This design comes from an exercise in tuning for small area on the open sky130 flow, not from production work.
At most, simulation tests tie the RTL to the original design; equivalence was not proved.
No activity file was given, so power comes from the tool's default toggle rates.

==> flow/design.v <==
module topModule (
    input clk,
    input rst,
    input btnL,
    input [1:0] sw,
    input [3:0] JC_cols,
    input btnR,
    output audio_gain,
    output audio_shutdown,
    output audio_out,
    output reg [3:0] JC_rows,
    output [3:0] an,
    output reg [6:0] seg
);
    assign audio_shutdown = 1'b1;
    assign audio_gain = 1'b1;
    reg [5:0] c50;
    reg       k1;
    reg [2:0] d5;
    reg       dp;
    wire w50  = c50[5] & c50[4] & c50[0];       
    wire w100 = w50 & k1;                       
    wire tick = w100 & ~dp;                     
    wire ge25 = c50 >= 6'd25;
    wire k4 = ((d5 == 3'd1) & (k1 | ge25)) | ((d5 == 3'd2) & ~k1) |
              ((d5 == 3'd3) & k1 & ge25) | (d5 == 3'd4);
    always @(posedge clk) begin
        if (rst) begin
            c50 <= 0; k1 <= 0; d5 <= 0; dp <= 0;
        end else begin
            c50 <= w50 ? 6'd0 : c50 + 6'd1;
            if (w50) k1 <= ~k1;
            if (w100) begin
                d5 <= d5[2] ? 3'd0 : d5 + 3'd1;
                dp <= ~dp;
            end
        end
    end
    reg rl;
    always @(posedge clk) begin
        if (rst) rl <= 1'b1;
        else if (tick) rl <= 1'b0;
    end
    reg [1:0]  status;       
    reg [2:0]  ctr;          
    reg [2:0]  pctr;         
    reg [4:0]  db;
    reg        validPin;
    reg        play, fail;
    reg [2:0]  tp0, tp1, tp2, tp3;
    reg        tc;
    reg        blv;          
    reg [1:0]  blr;          
    reg        clean;
    reg [4:0]  led;
    reg        adj_set;
    reg [7:0]  cpH, cpL;     
    reg [7:0]  stH, stL;     
    reg [7:0]  lpH, lpL;     
    reg        accS, accL;   
    wire en = tick & (status != 2'd1);
    wire pressed = (JC_cols != 4'b1111);
    wire edge_ = ~db[4] & ~db[2] & ~db[1];      
    wire dbmax = ~db[3] & ~db[2] & ~db[0];      
    wire R0 = ~JC_rows[0] & JC_rows[1];
    wire R1 = ~JC_rows[1] & JC_rows[0];
    wire R2 = ~JC_rows[2] & JC_rows[0];
    wire R3 = ~JC_rows[3] & JC_rows[0];
    wire K0 = (JC_cols == 4'b1110);
    wire K1 = (JC_cols == 4'b1101);
    wire K2 = (JC_cols == 4'b1011);
    wire K3 = (JC_cols == 4'b0111);
    wire isdig = (R0 & K3) | ((R0 | R1 | R2) & (K0 | K1 | K2));
    wire isC = R3 & K2;
    wire isE = R2 & K3;
    wire isD = R3 & K3;
    wire [3:0] dv = {K2 & ~R0, K1 | (K2 & R0), (K0 & (R1 | R2)) | (K1 & R2) | (K2 & R0),
                     ((K0 | K2) & ~R1) | (K1 & R1)};
    wire kev = en & edge_;
    wire wr = kev & isdig & ~ctr[2];
    wire wr0 = wr & (ctr[1:0] == 2'd0);
    wire wr1 = wr & (ctr[1:0] == 2'd1);
    wire wr2 = wr & (ctr[1:0] == 2'd2);
    wire wr3 = wr & (ctr[1:0] == 2'd3);
    always @(posedge clk) begin
        if (rst) begin
            JC_rows <= 4'b0000;
            db <= 5'b01011;
            ctr <= 0;
            pctr <= 3'd7;
            validPin <= 0;
        end else begin
            if (en) begin
                db <= !pressed ? 5'b01011 : (dbmax ? db : {db[3:0], db[4] ^ db[1]});
                if (!pressed)
                    JC_rows <= {JC_rows[2] | ~JC_rows[3], JC_rows[1] | ~JC_rows[3],
                                JC_rows[0] | ~JC_rows[3], JC_rows[3]};
                pctr <= ctr;
                validPin <= edge_ & isE & ctr[2];
            end
            if (kev) begin
                if (isdig) begin
                    if (!ctr[2]) ctr <= ctr + 3'd1;
                end else if (isC | (isE & ctr[2])) ctr <= 0;
                else if (isD) ctr <= ctr - 3'd1;
            end
        end
    end
    wire [7:0] cpH_rot = {cpH[6:0], cpH[7] & ~rl};
    wire [7:0] cpL_rot = {cpL[6:0], cpL[7] & ~rl};
    wire [7:0] cpH_wr = {dv[2:0], dv[3], dv[2:0], dv[3]};   
    wire [7:0] wmH = {{3{wr0}}, wr1, {3{wr1}}, wr0};
    wire [7:0] wmL = {{3{wr2}}, wr3, {3{wr3}}, wr2};
    always @(posedge clk) begin
        cpH <= (wmH & cpH_wr) | (~wmH & cpH_rot);
        cpL <= (wmL & cpH_wr) | (~wmL & cpL_rot);
    end
    wire [2:0] rb = 3'd2 - c50[2:0];
    wire rs = rl & ~k1;
    wire kH = (8'h43 >> rb);
    wire kL = (8'h21 >> rb);
    wire ldS = adj_set;                                
    wire tz = ~|{tp0, tp1, tp2, tp3, tc};               
    wire ldL = play & fail & tz;                        
    always @(posedge clk) begin
        stH <= {stH[6:0], ldS ? cpH[7] : (rs ? kH : stH[7])};
        stL <= {stL[6:0], ldS ? cpL[7] : (rs ? kL : stL[7])};
        lpH <= {lpH[6:0], ldL ? cpH[7] : (lpH[7] & ~rl)};
        lpL <= {lpL[6:0], ldL ? cpL[7] : (lpL[7] & ~rl)};
    end
    wire eqS = (cpH[7] == stH[7]) & (cpL[7] == stL[7]);
    wire eqL = (cpH[7] == lpH[7]) & (cpL[7] == lpL[7]);
    always @(posedge clk) begin
        accS <= w50 | (accS & eqS);
        accL <= w50 | (accL & eqL);
    end
    wire match = accS & eqS;           
    wire newfail = ~(accL & eqL);
    wire tend = tp3[2] & tp1[0] & tp1[1] & tp1[2] & tp0[2];    
    wire start = tick & ~clean & (status == 2'd0) & validPin & (match | newfail);
    wire cin = (tick & play & ~tend) | tc;
    wire [3:0] tsum = {1'b0, tp3} + {3'b000, cin};
    always @(posedge clk) begin
        if (rst | start) begin
            tp0 <= 0; tp1 <= 0; tp2 <= 0; tp3 <= 0; tc <= 0;
        end else begin
            tp0 <= tsum[2:0]; tp1 <= tp0; tp2 <= tp1; tp3 <= tp2; tc <= tsum[3];
        end
    end
    always @(posedge clk) begin
        if (rst) begin
            status <= 0;
            play <= 0;
            fail <= 0;
            blv <= 0;
            blr <= 2'd3;
            clean <= 0;
        end else if (tick) begin
            if (play & tend) play <= 0;
            if (start) begin
                play <= 1;
                fail <= ~match;
            end
            if (clean)
                status <= 0;
            else begin
                case (status)
                    2'd0: if (validPin & match) status <= 1;
                    2'd1: if (sw[0]) status <= 2;
                    2'd2: if (validPin) status <= 0;
                    default: ;
                endcase
            end
            if (btnL != blv) begin
                blv <= btnL;
                blr <= 2'd0;
            end else if (blr != 2'd3)
                blr <= blr + 2'd1;
            if (blr == 2'd3) clean <= blv;    
        end
    end
    assign audio_out = play & (fail ? k4 : k1);
    reg [1:0] slot;
    assign an = {~(rl | (slot == 2'd1)), ~(rl | (slot == 2'd2)),
                 ~(rl | (slot == 2'd3)), ~(rl | (slot == 2'd0))};
    reg [3:0] dig;
    always @(*) begin
        case (slot)
            2'd0: dig = cpH[7:4];
            2'd1: dig = cpH[3:0];
            2'd2: dig = cpL[7:4];
            default: dig = cpL[3:0];
        endcase
    end
    wire has  = (pctr > {1'b0, slot});    
    wire has0 = (pctr != 3'd0);
    wire isword = (status == 2'd1) | ((status == 2'd2) & adj_set) | ~has0;
    wire [1:0] wcode = {(status == 2'd0) | (status[1] & ~adj_set), status[1]};
    wire [4:0] nled = isword ? {1'b1, slot, wcode} : (has ? {1'b0, dig} : 5'b01111);
    always @(posedge clk) begin
        if (rst) begin
            slot <= 2'd0;
            led <= 0;
            adj_set <= 0;
        end else if (tick) begin
            if (status != 2'd2) adj_set <= 0;
            else if (validPin) adj_set <= 1;
            slot <= slot + 2'd1;
            led <= nled;
        end
    end
    always @(*) begin
        seg[6] = (led[3] & led[2]) | (led[4] & led[3] & led[0]) | (~led[4] & led[2] & ~led[1] & ~led[0]) | (led[4] & led[2] & led[1] & led[0]) | (~led[4] & ~led[3] & ~led[2] & ~led[1] & led[0]) | (led[4] & ~led[3] & ~led[2] & led[1] & ~led[0]);
        seg[5] = ~((~led[4] & ~led[2]) | (~led[3] & ~led[1] & ~led[0]) | (~led[3] & led[1] & led[0]) | (led[4] & led[2] & led[1] & ~led[0]));
        seg[4] = (led[4] & led[3] & ~led[2]) | (led[3] & led[2] & led[0]) | (~led[2] & led[1] & ~led[0]) | (led[4] & ~led[3] & led[2] & ~led[1]);
        seg[3] = (led[3] & led[2] & led[0]) | (led[2] & ~led[1] & ~led[0]) | (led[4] & ~led[2] & led[1] & led[0]) | (~led[4] & led[2] & led[1] & led[0]) | (~led[4] & ~led[3] & ~led[2] & ~led[1] & led[0]);
        seg[2] = (~led[4] & led[0]) | (led[3] & led[2] & led[0]) | (~led[4] & led[2] & ~led[1]) | (led[3] & led[1] & led[0]) | (~led[3] & ~led[2] & ~led[1] & led[0]);
        seg[1] = (led[3] & led[2]) | (~led[4] & ~led[2] & led[1]) | (led[2] & led[1] & led[0]) | (led[3] & led[1] & led[0]) | (~led[4] & ~led[3] & ~led[2] & led[0]);
        seg[0] = ~((led[4] & ~led[3] & led[0]) | (led[3] & ~led[2] & ~led[1]) | (~led[3] & led[2] & ~led[1]) | (~led[4] & ~led[2] & led[1]) | (led[3] & led[2] & ~led[0]) | (~led[4] & led[3]) | (~led[4] & led[2] & ~led[0]));
    end
endmodule
Settings: LEC_CHECK=0, CAP_MARGIN=20, CORE_MARGIN=2, CORE_UTILIZATION=40, SLEW_MARGIN=20; clock period 10.0 ns.
standard.sh (not shown) runs the stock make flow with config.mk's settings and CLKGATE_MAP_FILE= SYNTH_SCRIPT=/design/flow/synth_recipe.tcl, a recipe that flattens the netlist after the stock synthesis.
==> flow/flow/run.sh <==
#!/bin/bash
# Own layout flow: the standard layout (standard.sh), with three changes:
#  - synthesis runs the standard flow's synthesis script (synth_recipe.tcl) unchanged, except that the final
#    ABC technology mapping uses flow/abc.script (area mapping, no buffering or upsizing)
#    instead of ORFS's speed script; registers and their names are not affected;
#  - buffer_ports puts a sky130_fd_sc_hd__buf_1 on every input and output port;
#  - clock tree synthesis uses clkbuf cells from CTS_BUFS and inserts no dummy loads.
# Each tool's output is in orfs/logs/; make's full output is in own_flow.log.
set -euo pipefail
W=$(pwd)
CTS_BUFS=${CTS_BUFS:-sky130_fd_sc_hd__clkbuf_4 sky130_fd_sc_hd__clkbuf_8}
CTS_EXTRA=${CTS_EXTRA:-}
{
  printf 'proc abc {args} {\n'
  printf '  set i [lsearch -exact $args -script]\n'
  printf '  if {$i >= 0} { lset args [expr {$i + 1}] {%s/flow/abc.script} }\n' "$W"
  printf '  puts "own flow: abc $args"\n'
  printf '  yosys abc {*}$args\n'
  printf '}\n'
  cat synth_recipe.tcl
} > own_synth.tcl
sed -E "s#SYNTH_SCRIPT=[^ ]*#SYNTH_SCRIPT=$W/own_synth.tcl#" standard.sh > own_standard.sh
grep -q "SYNTH_SCRIPT=$W/own_synth.tcl" own_standard.sh
export BUFFER_PORTS_ARGS="-buffer_cell sky130_fd_sc_hd__buf_1"
export CTS_ARGS="-sink_clustering_enable -repair_clock_nets -buf_list {$CTS_BUFS} -dont_use_dummy_load $CTS_EXTRA"
bash own_standard.sh > own_flow.log 2>&1
==> flow/flow/abc.script <==
strash
dch
amap
topo
Next try:
--- a/flow/design.v
+++ b/flow/design.v
@@ -50,6 +50,5 @@
     reg [2:0]  tp0, tp1, tp2, tp3;
     reg        tc;
-    reg        blv;          
-    reg [1:0]  blr;          
+    reg [3:0]  bl;
     reg        clean;
     reg [4:0]  led;
@@ -153,6 +152,5 @@
             play <= 0;
             fail <= 0;
-            blv <= 0;
-            blr <= 2'd3;
+            bl <= 0;
             clean <= 0;
         end else if (tick) begin
@@ -172,10 +170,7 @@
                 endcase
             end
-            if (btnL != blv) begin
-                blv <= btnL;
-                blr <= 2'd0;
-            end else if (blr != 2'd3)
-                blr <= blr + 2'd1;
-            if (blr == 2'd3) clean <= blv;    
+            bl <= {bl[2:0], btnL};
+            if (bl == 4'b1111) clean <= 1;
+            else if (bl == 4'b0000) clean <= 0;
         end
     end
@@ -196,5 +191,5 @@
     wire has0 = (pctr != 3'd0);
     wire isword = (status == 2'd1) | ((status == 2'd2) & adj_set) | ~has0;
-    wire [1:0] wcode = {(status == 2'd0) | (status[1] & ~adj_set), status[1]};
+    wire [1:0] wcode = {status[1], (status == 2'd0) | (status[1] & ~adj_set)};
     wire [4:0] nled = isword ? {1'b1, slot, wcode} : (has ? {1'b0, dig} : 5'b01111);
     always @(posedge clk) begin
@@ -211,11 +206,11 @@
     end
     always @(*) begin
-        seg[6] = (led[3] & led[2]) | (led[4] & led[3] & led[0]) | (~led[4] & led[2] & ~led[1] & ~led[0]) | (led[4] & led[2] & led[1] & led[0]) | (~led[4] & ~led[3] & ~led[2] & ~led[1] & led[0]) | (led[4] & ~led[3] & ~led[2] & led[1] & ~led[0]);
-        seg[5] = ~((~led[4] & ~led[2]) | (~led[3] & ~led[1] & ~led[0]) | (~led[3] & led[1] & led[0]) | (led[4] & led[2] & led[1] & ~led[0]));
-        seg[4] = (led[4] & led[3] & ~led[2]) | (led[3] & led[2] & led[0]) | (~led[2] & led[1] & ~led[0]) | (led[4] & ~led[3] & led[2] & ~led[1]);
-        seg[3] = (led[3] & led[2] & led[0]) | (led[2] & ~led[1] & ~led[0]) | (led[4] & ~led[2] & led[1] & led[0]) | (~led[4] & led[2] & led[1] & led[0]) | (~led[4] & ~led[3] & ~led[2] & ~led[1] & led[0]);
-        seg[2] = (~led[4] & led[0]) | (led[3] & led[2] & led[0]) | (~led[4] & led[2] & ~led[1]) | (led[3] & led[1] & led[0]) | (~led[3] & ~led[2] & ~led[1] & led[0]);
+        seg[6] = (led[3] & led[2]) | (led[3] & led[1]) | (~led[3] & ~led[2] & ~led[1] & led[0]) | (~led[4] & led[2] & ~led[1] & ~led[0]) | (led[4] & led[2] & led[1] & led[0]);
+        seg[5] = ~((~led[4] & ~led[2]) | (~led[3] & ~led[1] & ~led[0]) | (~led[3] & led[1] & led[0]) | (led[4] & led[2] & ~led[1] & led[0]));
+        seg[4] = (led[3] & led[1]) | (led[4] & led[3] & ~led[2]) | (led[4] & ~led[3] & led[2] & ~led[0]) | (~led[4] & ~led[2] & led[1] & ~led[0]) | (led[4] & ~led[2] & ~led[1] & led[0]);
+        seg[3] = (led[3] & led[2] & led[1]) | (led[2] & ~led[1] & ~led[0]) | (led[4] & ~led[2] & led[1] & led[0]) | (~led[4] & led[2] & led[1] & led[0]) | (~led[4] & ~led[3] & ~led[2] & ~led[1] & led[0]);
+        seg[2] = (~led[4] & led[0]) | (led[3] & led[2] & led[1]) | (~led[4] & led[2] & ~led[1]) | (led[3] & led[1] & led[0]) | (led[4] & ~led[3] & ~led[2] & led[1] & ~led[0]);
         seg[1] = (led[3] & led[2]) | (~led[4] & ~led[2] & led[1]) | (led[2] & led[1] & led[0]) | (led[3] & led[1] & led[0]) | (~led[4] & ~led[3] & ~led[2] & led[0]);
-        seg[0] = ~((led[4] & ~led[3] & led[0]) | (led[3] & ~led[2] & ~led[1]) | (~led[3] & led[2] & ~led[1]) | (~led[4] & ~led[2] & led[1]) | (led[3] & led[2] & ~led[0]) | (~led[4] & led[3]) | (~led[4] & led[2] & ~led[0]));
+        seg[0] = (~led[3] & ~led[2] & ~led[1]) | (led[4] & led[3] & ~led[2] & led[0]) | (led[4] & led[3] & led[2] & led[1]) | (led[4] & ~led[3] & ~led[1] & led[0]) | (~led[4] & ~led[3] & led[2] & led[1] & led[0]);
     end
 endmodule
Effect: Design area is about the same; flip-flop and latch count rises by 1; register-to-register slack is better by 0.41 ns; total power increases slightly; via count goes down slightly; cell count decreases slightly; global-route usage falls by 0.52 points; critical path depth goes up by 1.
For the first run of this note, only the layout was checked, not whether the RTL still works.

==> static timing again, ports no longer ideal <==
Ports are ideal in the flow. The routed layouts listed here were re-timed in OpenROAD.
Step 1 assumes that a clkbuf_16 drives the clock port and a buf_2 every other input.
Step 2, shift: input delay + t, output delay - t, t = (earliest + latest rising clock arrival at the registers) / 2. This alone moves slack from input paths to output paths.
Slacks: ideal ports / drivers / drivers and shift; pairs: ideal ports / drivers.
run	t (ns)	setup WS [ns]	worst setup path after step 2	clock arrival spread, ns	worst data-port slew with drivers (ns)
the first run	0.380	5.102 / 5.102 / 5.102	register to register	0.037 / 0.036	0.04
the second run	0.389	5.508 / 5.508 / 5.381	input to register	0.039 / 0.039	0.03
After both steps every run listed still meets setup and hold. The setup slack of the second run, which loses most, moves by 0.000 ns with the drivers and by -0.127 ns with both steps.
